What follows belongs to an exercise in optimizing a design on an open flow for small area, a short achievable clock period and few clock cycles; a production flow would make more cautious choices. Function was checked by simulation only, so behaviour that the tests miss may differ from the original. Power figures rest on the tool's default switching activity, not on a simulated workload.

File: design/flow/run.sh
#!/bin/bash
# synth_recipe.tcl (not shown) runs the flow's synth.tcl, then flattens the netlist and writes it again
# the make line also repeats each setting of config.mk as NAME=value (left out here)
make -C /OpenROAD-flow-scripts/flow DESIGN_CONFIG=/design/flow/config.mk WORK_HOME=/design/flow/orfs CLKGATE_MAP_FILE= SYNTH_SCRIPT=/design/flow/synth_recipe.tcl finish
File: design/flow/config.mk
export PLATFORM = sky130hd
export DESIGN_NAME = weakcore
export DESIGN_NICKNAME = weakcore
export VERILOG_FILES = /design/flow/design.v
export SDC_FILE = /design/flow/constraint.sdc
export NUM_CORES = 4
export LEC_CHECK = 0
export CAP_MARGIN = 20
export CORE_MARGIN = 2
export CORE_UTILIZATION = 40
export SLEW_MARGIN = 20
File: design/flow/constraint.sdc
create_clock -name core_clock -period 7.5 [get_ports {clk}]
set_input_delay 1.5000 -clock core_clock [delete_from_list [all_inputs] [get_ports {clk}]]
set_output_delay 1.5000 -clock core_clock [all_outputs]
set_load 0.01 [all_outputs]
File: design/flow/design.v
module weakcore(
	input wire clk, input wire rst,
	input wire [31:0] bus_in,
	output wire [31:0] bus_out,
	output wire [31:0] bus_addr,
	output wire bus_req,
	input wire bus_ack,
	output wire bus_wr,
	output wire [3:0] bus_wr_mask);
	reg [31:0] regs [0:31];
	always @ (posedge clk) begin
		if (~rst)
			regs[0] <= 32'h0;
	end
	reg [4:0] stage_state;
	wire stage_if = stage_state[0];
	wire stage_id = stage_state[2];
	wire stage_exe = stage_state[3];
	wire stage_wb = stage_state[4];
	wire ready_if;
	wire ready_exe;
	wire [4:0] stage_ready = { 1'b1, ready_exe, 1'b1, 1'b1, ready_if };
	always @ (posedge clk) begin
		if (~rst)
			stage_state <= 5'b0001;
		else if (|(stage_ready & stage_state))
			stage_state <= { stage_state[3:0], stage_state[4] };
	end
	reg [31:0] pc;
	reg [31:0] instr_pc;
	reg [31:0] instr;
	always @ (posedge clk) begin
		if (~rst) begin
			instr_pc <= 32'h0;
			instr <= 32'h0;
		end else if (stage_if & bus_ack) begin
			instr_pc <= pc;
			instr <= bus_in;
		end
	end
	assign ready_if	= bus_ack;
	wire [6:0] instr_opcode = instr[6:0];
	wire [2:0] instr_func3 = instr[14:12];
	wire [6:0] instr_func7 = instr[31:25];
	wire is_cond_branch	= instr_opcode == 7'b1100011;
	wire is_load		= instr_opcode == 7'b0000011;
	wire is_store		= instr_opcode == 7'b0100011;
	wire is_imm_arith	= instr_opcode == 7'b0010011;
	wire is_reg_arith	= instr_opcode == 7'b0110011;
	wire is_lui		= instr_opcode == 7'b0110111;
	wire is_auipc		= instr_opcode == 7'b0010111;
	wire is_jal		= instr_opcode == 7'b1101111;
	wire is_jalr		= instr_opcode == 7'b1100111;
	wire is_beq	= is_cond_branch && instr_func3 == 3'b000;
	wire is_bne	= is_cond_branch && instr_func3 == 3'b001;
	wire is_blt	= is_cond_branch && instr_func3 == 3'b100;
	wire is_bge	= is_cond_branch && instr_func3 == 3'b101;
	wire is_bltu	= is_cond_branch && instr_func3 == 3'b110;
	wire is_bgeu	= is_cond_branch && instr_func3 == 3'b111;
	wire is_addi	= is_imm_arith && instr_func3 == 3'b000;
	wire is_slti	= is_imm_arith && instr_func3 == 3'b010;
	wire is_sltiu	= is_imm_arith && instr_func3 == 3'b011;
	wire is_xori	= is_imm_arith && instr_func3 == 3'b100;
	wire is_ori	= is_imm_arith && instr_func3 == 3'b110;
	wire is_andi	= is_imm_arith && instr_func3 == 3'b111;
	wire is_slli	= is_imm_arith && instr_func3 == 3'b001;
	wire is_srli	= is_imm_arith && instr_func3 == 3'b101 &&
			  instr_func7 == 7'b0000000;
	wire is_srai	= is_imm_arith && instr_func3 == 3'b101 &&
			  instr_func7 == 7'b0100000;
	wire is_imm_shift = is_slli | is_srli | is_srai;
	wire is_add	= is_reg_arith && instr_func3 == 3'b000 &&
			  instr_func7 == 7'b0000000;
	wire is_sub	= is_reg_arith && instr_func3 == 3'b000 &&
			  instr_func7 == 7'b0100000;
	wire is_sll	= is_reg_arith && instr_func3 == 3'b001 &&
			  instr_func7 == 7'b0000000;
	wire is_slt	= is_reg_arith && instr_func3 == 3'b010 &&
			  instr_func7 == 7'b0000000;
	wire is_sltu	= is_reg_arith && instr_func3 == 3'b011 &&
			  instr_func7 == 7'b0000000;
	wire is_xor	= is_reg_arith && instr_func3 == 3'b100 &&
			  instr_func7 == 7'b0000000;
	wire is_srl	= is_reg_arith && instr_func3 == 3'b101 &&
			  instr_func7 == 7'b0000000;
	wire is_sra	= is_reg_arith && instr_func3 == 3'b101 &&
			  instr_func7 == 7'b0100000;
	wire is_or	= is_reg_arith && instr_func3 == 3'b110 &&
			  instr_func7 == 7'b0000000;
	wire is_and	= is_reg_arith && instr_func3 == 3'b111 &&
			  instr_func7 == 7'b0000000;
	wire is_reg_shift = is_sll | is_srl | is_sra;
	wire is_lb	= is_load && instr_func3 == 3'b000;
	wire is_lh	= is_load && instr_func3 == 3'b001;
	wire is_lw	= is_load && instr_func3 == 3'b010;
	wire is_lbu	= is_load && instr_func3 == 3'b100;
	wire is_lhu	= is_load && instr_func3 == 3'b101;
	wire is_sb	= is_store && instr_func3 == 3'b000;
	wire is_sh	= is_store && instr_func3 == 3'b001;
	wire is_sw	= is_store && instr_func3 == 3'b010;
	wire [4:0] instr_rd	= instr[11:7];
	wire [4:0] instr_rs1	= instr[19:15];
	wire [4:0] instr_rs2	= instr[24:20];
	wire [31:0] instr_i_imm = {{20{instr[31]}}, instr[31:20]};
	wire [31:0] instr_s_imm = {{20{instr[31]}}, instr[31:25], instr_rd};
	wire [31:0] instr_b_imm =
		{{19{instr[31]}},
		 instr[31], instr[7], instr[30:25], instr[11:8],
		 1'b0 };
	wire [31:0] instr_u_imm = {instr[31:12], 12'b0};
	wire [31:0] instr_j_imm =
		{{11{instr[31]}},
		 instr[31], instr[19:12], instr[20], instr[30:21],
		 1'b0};
	wire [4:0] instr_shift_shamt = instr_rs2;
	wire is_r_type = is_reg_arith | is_imm_shift;
	wire is_s_type = is_store;
	wire is_b_type = is_cond_branch;
	wire is_i_type = (is_imm_arith & ~is_imm_shift) | is_load | is_jalr;
	wire is_u_type = is_lui | is_auipc;
	wire is_j_type = is_jal;
	wire is_reg_arg1 = is_r_type | is_s_type | is_b_type | is_i_type;
	wire is_reg_arg2 = is_r_type | is_s_type | is_b_type;
	wire is_with_imm = is_i_type | is_u_type | is_j_type;
	wire [31:0] instr_imm = ({32{is_s_type}} & instr_s_imm) |
				({32{is_b_type}} & instr_b_imm) |
				({32{is_i_type}} & instr_i_imm) |
				({32{is_u_type}} & instr_u_imm) |
				({32{is_j_type}} & instr_j_imm);
	wire op_add_tmp		= is_add | is_addi | is_lui | is_auipc;
	wire op_sub_tmp		= is_sub;
	wire op_load_tmp	= is_load;
	wire op_store_tmp	= is_store;
	wire op_cmp_less_tmp	= is_blt | is_slti | is_slt |
				  is_bge;
	wire op_cmp_less_u_tmp	= is_sltiu | is_sltu | is_bltu |
				  is_bgeu;
	wire op_cmp_eq_tmp	= is_beq |
				  is_bne;
	wire op_xor_tmp		= is_xori | is_xor;
	wire op_or_tmp		= is_ori | is_or;
	wire op_and_tmp		= is_andi | is_and;
	wire op_shift_left_tmp	= is_slli | is_sll;
	wire op_shift_right_l_tmp = is_srli | is_srl;
	wire op_shift_right_a_tmp = is_srai | is_sra;
	wire [31:0] op_arg1_tmp = ({32{is_reg_arg1}} & regs[instr_rs1]) |
				  ({32{is_auipc}} & instr_pc);
	wire [31:0] op_arg2_tmp = ({32{is_reg_arg2}} & regs[instr_rs2]) |
				  ({32{is_with_imm}} & instr_imm);
	wire [4:0] op_shamt_tmp = ({5{is_imm_shift}} & instr_shift_shamt) |
				  ({5{is_reg_shift}} & regs[instr_rs2][4:0]);
	wire op_mem_1b_tmp = is_lb | is_lbu | is_sb;
	wire op_mem_2b_tmp = is_lh | is_lhu | is_sh;
	wire op_mem_4b_tmp = is_lw | is_sw;
	wire op_mem_signext_tmp = is_lb | is_lh;
	wire [31:0] op_addr_base_tmp = ({32{is_load}} & regs[instr_rs1])  |
				       ({32{is_store}} & regs[instr_rs1]) |
				       ({32{is_jalr}} & regs[instr_rs1])  |
				       ({32{is_cond_branch}} & instr_pc)  |
				       ({32{is_jal}} & instr_pc);
	wire [31:0] op_addr_disp_tmp = instr_imm;
	wire [31:0] op_addr_tmp = op_addr_base_tmp + op_addr_disp_tmp;
	wire op_wb_tmp = is_imm_arith | is_reg_arith | is_load |
			 is_lui | is_auipc;
	wire op_cond_jump_tmp = is_cond_branch;
	wire op_expected_res_tmp = is_bne | is_bge | is_bgeu ? 1'b0 : 1'b1;
	wire op_jump_tmp = is_jal | is_jalr;
	reg op_add, op_sub;
	reg op_load, op_store;
	reg op_cmp_less, op_cmp_less_u, op_cmp_eq;
	reg op_xor, op_or, op_and;
	reg op_shift_left, op_shift_right_l, op_shift_right_a;
	reg [31:0] op_arg1;
	reg [31:0] op_arg2;
	reg [4:0] op_shamt;
	reg op_mem_1b, op_mem_2b, op_mem_4b;
	reg op_mem_signext;
	reg [31:0] op_addr;
	reg op_wb, op_cond_jump, op_expected_res, op_jump;
	always @ (posedge clk) begin
		if (~rst) begin
			op_add <= 1'b0;
			op_sub <= 1'b0;
			op_load <= 1'b0;
			op_store <= 1'b0;
			op_cmp_less <= 1'b0;
			op_cmp_less_u <= 1'b0;
			op_cmp_eq <= 1'b0;
			op_xor <= 1'b0;
			op_or <= 1'b0;
			op_and <= 1'b0;
			op_shift_left <= 1'b0;
			op_shift_right_l <= 1'b0;
			op_shift_right_a <= 1'b0;
			op_arg1 <= 32'b0;
			op_arg2 <= 32'b0;
			op_shamt <= 5'b0;
			op_mem_1b <= 1'b0;
			op_mem_2b <= 1'b0;
			op_mem_4b <= 1'b0;
			op_mem_signext <= 1'b0;
			op_addr <= 32'b0;
			op_wb <= 1'b0;
			op_cond_jump <= 1'b0;
			op_expected_res <= 1'b0;
			op_jump <= 1'b0;
		end else if (stage_id) begin
			op_add <= op_add_tmp;
			op_sub <= op_sub_tmp;
			op_load <= op_load_tmp;
			op_store <= op_store_tmp;
			op_cmp_less <= op_cmp_less_tmp;
			op_cmp_less_u <= op_cmp_less_u_tmp;
			op_cmp_eq <= op_cmp_eq_tmp;
			op_xor <= op_xor_tmp;
			op_or <= op_or_tmp;
			op_and <= op_and_tmp;
			op_shift_left <= op_shift_left_tmp;
			op_shift_right_l <= op_shift_right_l_tmp;
			op_shift_right_a <= op_shift_right_a_tmp;
			op_arg1 <= op_arg1_tmp;
			op_arg2 <= op_arg2_tmp;
			op_shamt <= op_shamt_tmp;
			op_mem_1b <= op_mem_1b_tmp;
			op_mem_2b <= op_mem_2b_tmp;
			op_mem_4b <= op_mem_4b_tmp;
			op_mem_signext <= op_mem_signext_tmp;
			op_addr <= op_addr_tmp;
			op_wb <= op_wb_tmp;
			op_cond_jump <= op_cond_jump_tmp;
			op_expected_res <= op_expected_res_tmp;
			op_jump <= op_jump_tmp;
		end
	end
	reg [31:0] op_result;
	wire exe_adder_submode = op_cmp_less | op_cmp_less_u | op_sub;
	wire [31:0] exe_adder_src1 = op_arg1;
	wire [31:0] exe_adder_src2 = ({32{op_add}} & op_arg2)		|
				     ({32{exe_adder_submode}} & ~op_arg2);
	wire exe_adder_cin = exe_adder_submode;
	wire exe_adder_cout;
	wire [31:0] exe_adder_res;
	assign {exe_adder_cout, exe_adder_res} =
		exe_adder_src1 + exe_adder_src2 + {{31'b0, exe_adder_cin}};
	wire exe_cmp_less =
		(op_arg1[31] & ~op_arg2[31])	|
		(~(op_arg1[31] ^ op_arg2[31]) & exe_adder_res[31]);
	wire exe_cmp_less_u = ~exe_adder_cout;
	wire exe_cmp_eq = op_arg1 == op_arg2;
	wire [31:0] exe_xor = op_arg1 ^ op_arg2;
	wire [31:0] exe_or = op_arg1 | op_arg2;
	wire [31:0] exe_and = op_arg1 & op_arg2;
	wire [31:0] exe_shift_left	= op_arg1 << op_shamt;
	wire [31:0] exe_shift_right_l	= op_arg1 >> op_shamt;
	wire [31:0] exe_shift_right_a	= $signed(op_arg1) >>> op_shamt;
	wire exe_bus_req = op_load | op_store;
	wire exe_bus_wr = op_store;
	wire [31:0] exe_load_mask = ({24'b0, {8{op_mem_1b}}})	|
				    ({16'b0, {16{op_mem_2b}}})	|
				    ({32{op_mem_4b}});
	wire [4:0] exe_mem_shift = {op_addr[1:0], 3'b000};
	wire [31:0] exe_load_data = (bus_in >> exe_mem_shift) & exe_load_mask;
	wire [31:0] exe_load_res = exe_load_data | (op_mem_signext ?
		{{24{op_mem_1b & exe_load_data[7]}}, 8'b0}	|
		{{16{op_mem_2b & exe_load_data[15]}}, 16'b0} : 0);
	wire [31:0] exe_bus_out = op_arg2 << exe_mem_shift;
	wire [3:0] exe_bus_wr_mask =
		({3'b0, op_mem_1b}		|
		 {2'b0, {2{op_mem_2b}}}		|
		 {4{op_mem_4b}}) << op_addr[1:0];
	wire [31:0] op_tmp_result =
		({32{op_add}} & exe_adder_res)				|
		({32{op_sub}} & exe_adder_res)				|
		({32{op_cmp_less}} & {{31'b0, exe_cmp_less}})		|
		({32{op_load}} & exe_load_res)				|
		({32{op_cmp_less_u}} & {{31'b0, exe_cmp_less_u}})	|
		({32{op_xor}} & exe_xor)				|
		({32{op_or}} & exe_or)					|
		({32{op_and}} & exe_and)				|
		({32{op_shift_left}} & exe_shift_left)			|
		({32{op_shift_right_l}} & exe_shift_right_l)		|
		({32{op_shift_right_a}} & exe_shift_right_a)		|
		({32{op_cmp_eq}} & {{31'b0, exe_cmp_eq}});
	assign ready_exe = (~op_load & ~op_store) | bus_ack;
	always @ (posedge clk) begin
		if (~rst)
			op_result <= 32'h0;
		else if (stage_exe)
			op_result <= op_tmp_result;
	end
	always @ (posedge clk) begin
		if (stage_wb & op_wb & (|instr_rd)) begin
			regs[instr_rd] <= op_result;
		end
	end
	always @ (posedge clk) begin
		if (~rst) begin
			pc <= 32'h0;
		end else if (stage_if & bus_ack) begin
			pc <= pc + 32'd4;
		end else if (stage_wb & op_cond_jump &
			 op_result[0] == op_expected_res) begin
			pc <= op_addr;
		end else if (stage_wb & op_jump) begin
			if (|instr_rd)
				regs[instr_rd] <= pc;	 
			pc <= op_addr;
		end
	end
	assign bus_req	= stage_if | (stage_exe & exe_bus_req);
	assign bus_addr	= ({32{stage_if}} & pc) |
			  ({32{stage_exe & exe_bus_req}} & op_addr & ~32'b11);
	assign bus_wr	= stage_exe & exe_bus_wr;
	assign bus_out	= {32{stage_exe & exe_bus_req}} & exe_bus_out;
	assign bus_wr_mask = exe_bus_wr_mask;
endmodule
==> qor.csv <==
stage,metric,value,unit
routing,DR iter-0 viols,6918,
power_and_ir_drop,"Power, Total",17100,uW
floorplanning,Die Span Y,418,um
sta,Max Clock Skew,52.9,ps
routing,DRC Markers,0,
power_and_ir_drop,logic gate share of total power,11.1,%
critical_path,cells along the critical path,buf_4 -> mux4_2 -> mux4_2 -> mux2_2 -> a32o_1 -> ha_1 -> and3_1 -> a221oi_1 -> o21ai_1 -> a2111oi_1 -> o21ai_1 -> a2111oi_2 -> o21bai_1 -> o31ai_2 -> xor2_1 -> o21ai_1,
floorplanning,Initial Utilization,40.3,%
critical_path,Worst EP required,8150,ps
worst_hold_path,hold path start,instr_pc[3]$_SDFFE_PN0P_,
synth,Post-Synthesis Cells,4856,
routing,final WL,256000,um
routing,vias,48200,
synth,Synthesized Nets,5022,
synth,asr flop ratio synth,0,%
power_and_ir_drop,Pint,12600,uW
critical_path,endpoint class of the critical path,register,
grt,initial antenna violation count,9,
sta,fmax,158,MHz
run_status,outcome,timing/DRC/antenna clean,
sta,Final min period,6340,ps
critical_path,Slowest Stage Delay on Critical Path,710,ps
synth,synthesized cell area,68500,um^2
clock_network,clk root buf,clkbuf_16,
power_and_ir_drop,worst vdd ir,0.000210,V
clock_network,CTS buffer count,142,
clock_network,Clock Latency Late Sink,820,ps
sta,worst-margin pin slew,1220,ps
place,routability cong.,1.04,
critical_path,"Data arrival, critical path",6990,ps
clock_network,Clock Tree Buf Depth,3,
power_and_ir_drop,Sw Share,26.4,%
clock_network,post_cts resized,0,
layout,Finished Cell Area,77500,um^2
routing,final antenna-violating net count,0,
synth,synth unique cells,84,
synth,register area share after synthesis,52.2,%
power_and_ir_drop,Clk network pwr share,42.5,%
critical_path,Critical-path top delay cell,dfxtp_4,
grt,total track usage,29.1,%
floorplanning,# IOs,105,
layout,share of layout cells above drive strength 1,24.9,%
layout,nets@finish,5033,
clock_network,CTS sink count,1289,
clock_network,CTS hold repair buffers,0,
place,placed insts,6941,
layout,Multi-input gate area,31200,um^2
clock_network,H-Tree Depth,4,
floorplanning,area of the core,170000,um^2
place,DP Area,72600,um^2
sta,Max-slew headroom,18.7,%
synth,number of synthesized flops with an enable pin,992,
sta,final setup vio count,0,
clock_network,clock transition at the registers of the reported paths,60,ps
routing,Via density,6.68,
grt,largest net degree at the start of global routing,138,
synth,"area leader, netlist",edfxtp_1,
routing,WL per Instance,35.6,um
critical_path,Startpoint Class,register,
worst_hold_path,Hold Crit Class,reg2reg,
sta,Max Slew Vio Count,0,
sta,fin crit share,84.5,%
sta,total negative setup slack,0,ps
power_and_ir_drop,Switch Pwr,4510,uW
sta,RSZ-0062 raised after global routing,no,
floorplanning,Chip Width,418,um
critical_path,maximum fanout along the worst path,26,
synth,post-synth top area share,43.5,%
synth,ys flop type,edfxtp_1,
flow_run,max_cap viols,0,
synth,post-synthesis register bit count,1289,
synth,synth top area cells,"edfxtp_1, mux4_2, dfxtp_1",
grt,"Remaining Overflow, GRT",0,
synth,Syn Area/Cell,14.1,um^2
power_and_ir_drop,Seq pwr share,46.4,%
layout,register area,35800,um^2
grt,first-pass GRT wire length,359000,um
critical_path,Most Frequent Cell on Critical Path,o21ai_1,
place,buffers added on ports,104,
synth,YS warnings,1,
layout,filler cell count,14800,
routing,drt pass-1 iters,6,
clock_network,CTS tree,built,
critical_path,critical path class,reg2reg,
sta,"Hold Violations, Final",0,
place,dpl hpwl,171000,um
floorplanning,Die Area,175000,um^2
clock_network,postcts setup bufs,0,
grt,vias in the first global route,46200,
layout,final cell count without fillers,7209,
layout,Area Growth Syn to Fin,13.1,%
power_and_ir_drop,leakage,0.0258,uW
floorplanning,Core Rows,151,
power_and_ir_drop,Pwr Density,221,nW/um^2
-- metrics by stage --
step / hold slack, ps / utilization (%) / worst slack [ps]
floorplan: 425 / - / 1960
global placement: 448 / 42.7 / 1160
detailed placement: 455 / 42.7 / 1190
CTS: 473 / 45.6 / 1100
global route: 480 / 45.6 / 794
finish: 476 / 45.6 / 1160
-- cell families after synthesis --
logic type	count (synthesis)	share of synthesized area, %
buf+inv	486	2.77
compound gates	994	9.69
flops	1289	52.2
mux	955	26.2
simple gates	952	6.17
fa+ha+maj	131	2.43
xor+xnor	49	0.626
-- critical path: cells and delay by family (launching register included) --
family,cells,cell delay [ps]
xor gates and xnor gates,1,170
DFF,1,710
muxes,3,1390
and+or+nand+nor,1,250
adders and majority gates,1,370
AOI/OAI and AO/OA,9,2780
buffers and inverters,1,470
-- registers in the layout (all words and copies together), names as in the netlist, 5 cells and up, named ones only --
| signal | flops |
|---|---|
| regs | 1024 |
| instr_pc | 32 |
| op_shamt | 5 |
| op_addr | 32 |
| op_arg2 | 32 |
| stage_state | 5 |
| op_result | 32 |
| pc | 32 |
| instr | 32 |
| op_arg1 | 32 |
-- path summary, 6_finish.rpt --
kind,end,slack (ps),depth (start not counted)
setup / recovery,op_addr[28]$_SDFFE_PN0P_,1160,16
hold / removal,instr_pc[3]$_SDFFE_PN0P_,480,2
setup reg to reg,op_addr[28]$_SDFFE_PN0P_,1160,16
hold reg to reg,instr_pc[3]$_SDFFE_PN0P_,480,2
-- cell usage after synthesis, types with 15 or more instances --
master     instances
inv_1             99
mux4_2           658
nand3_1           41
a31oi_1           21
nor2_1           361
nand2_1          321
buf_1             74
clkbuf_1         259
ha_1             128
a21oi_1          264
mux2i_1          193
mux2_2           104
and2_1            48
o211ai_1          22
a221oi_1          26
nor3_1            39
a211oi_1         106
a21o_1            47
dfxtp_1          297
edfxtp_1         992
a22o_1            40
buf_2             48
xnor2_1           34
nor2b_1           26
nand2b_1          37
o21a_1            19
a22oi_1           48
o2111ai_1         19
a32o_1            36
xor2_1            15
a211oi_2          18
o21ai_0          213
-- power groups by stage --
stage	Sequential [uW]	Combinational (uW)	Clock, uW
3_5_place_dp	8080	1850	0
2_1_floorplan	7920	1290	0
5_1_grt	7940	1990	7610
4_1_cts	7930	1860	7340
6_report	7940	1890	7260
3_3_place_gp	8080	1850	0
-- routing by layer --
layer  GRT usage [%]  vias to the layer above  part of all wire (%)
li1                -                    19500                     -
met1            39.9                    25100                    40
met2            44.3                     3032                    45
met3            5.14                      525                   9.1
met4            15.5                        6                   6.2
met5               0                        -                 0.018
-- cell type report --
type | instances | share of cell area (%)
sequential | 1289 | 46.2
multi-input combinational | 3081 | 40.2
clock buffer | 185 | 5.07
tap | 2218 | 3.58
timing repair buffer | 250 | 3.19
clock inverter | 80 | 1.22
inverter | 103 | 0.505
antenna | 3 | 0.00969
-- placed cells by master, fill, tap and decap left out, types with 15 or more instances in the layout --
cell type,instances
edfxtp_1,992
mux4_2,658
nor2_1,327
nand2_1,320
dfxtp_1,278
a21oi_1,263
o21ai_0,213
mux2i_1,193
clkbuf_16,144
ha_1,128
buf_4,120
a211oi_1,106
mux2_2,104
clkdlybuf4s50_1,103
inv_1,99
a22oi_1,48
and2_1,47
a21o_1,47
nand3_1,41
a22o_1,40
nor3_1,38
nand2b_1,37
a32o_1,36
xnor2_1,34
nor2_4,31
buf_12,27
a221oi_1,26
nor2b_1,25
clkbuf_1,24
o211ai_1,22
clkinv_2,22
a31oi_1,20
o2111ai_1,19
o21a_1,19
clkinv_1,19
a211oi_2,18
clkbuf_8,17
xor2_1,15
Testbench counts, summed over its fixed seeds: cycles 771,258.

-- port drivers added, routing unchanged --
In the flow no input, the clock included, has a driving cell. The finished layout below was timed again as built, in two steps. Step 1 (the two cells are an assumption about what drives the block):
set clk [get_ports {clk}]
set_driving_cell -lib_cell sky130_fd_sc_hd__clkbuf_16 $clk
set_driving_cell -lib_cell sky130_fd_sc_hd__buf_2 [delete_from_list [all_inputs] $clk]
Step 2 adds t to the input delays and takes it off the output delays; t is the mean of the earliest and latest rising clock arrival at the registers after step 1. Input paths then give back, and output paths get back, about the clock's delay inside the block. Three values: ideal ports, drivers, drivers and shift; two values: the first two.
t (ns): 0.875
setup slack, ns: 1.162 / 1.162 / 1.162
hold slack, ns: 0.476 / 0.476 / 0.476
worst slew at a driven data input, ns: 0.05
pins driven straight from the clock port: 1
After both steps this run still meets setup and hold. The setup slack of this run moves by 0.000 ns with the drivers and by 0.000 ns with both steps.
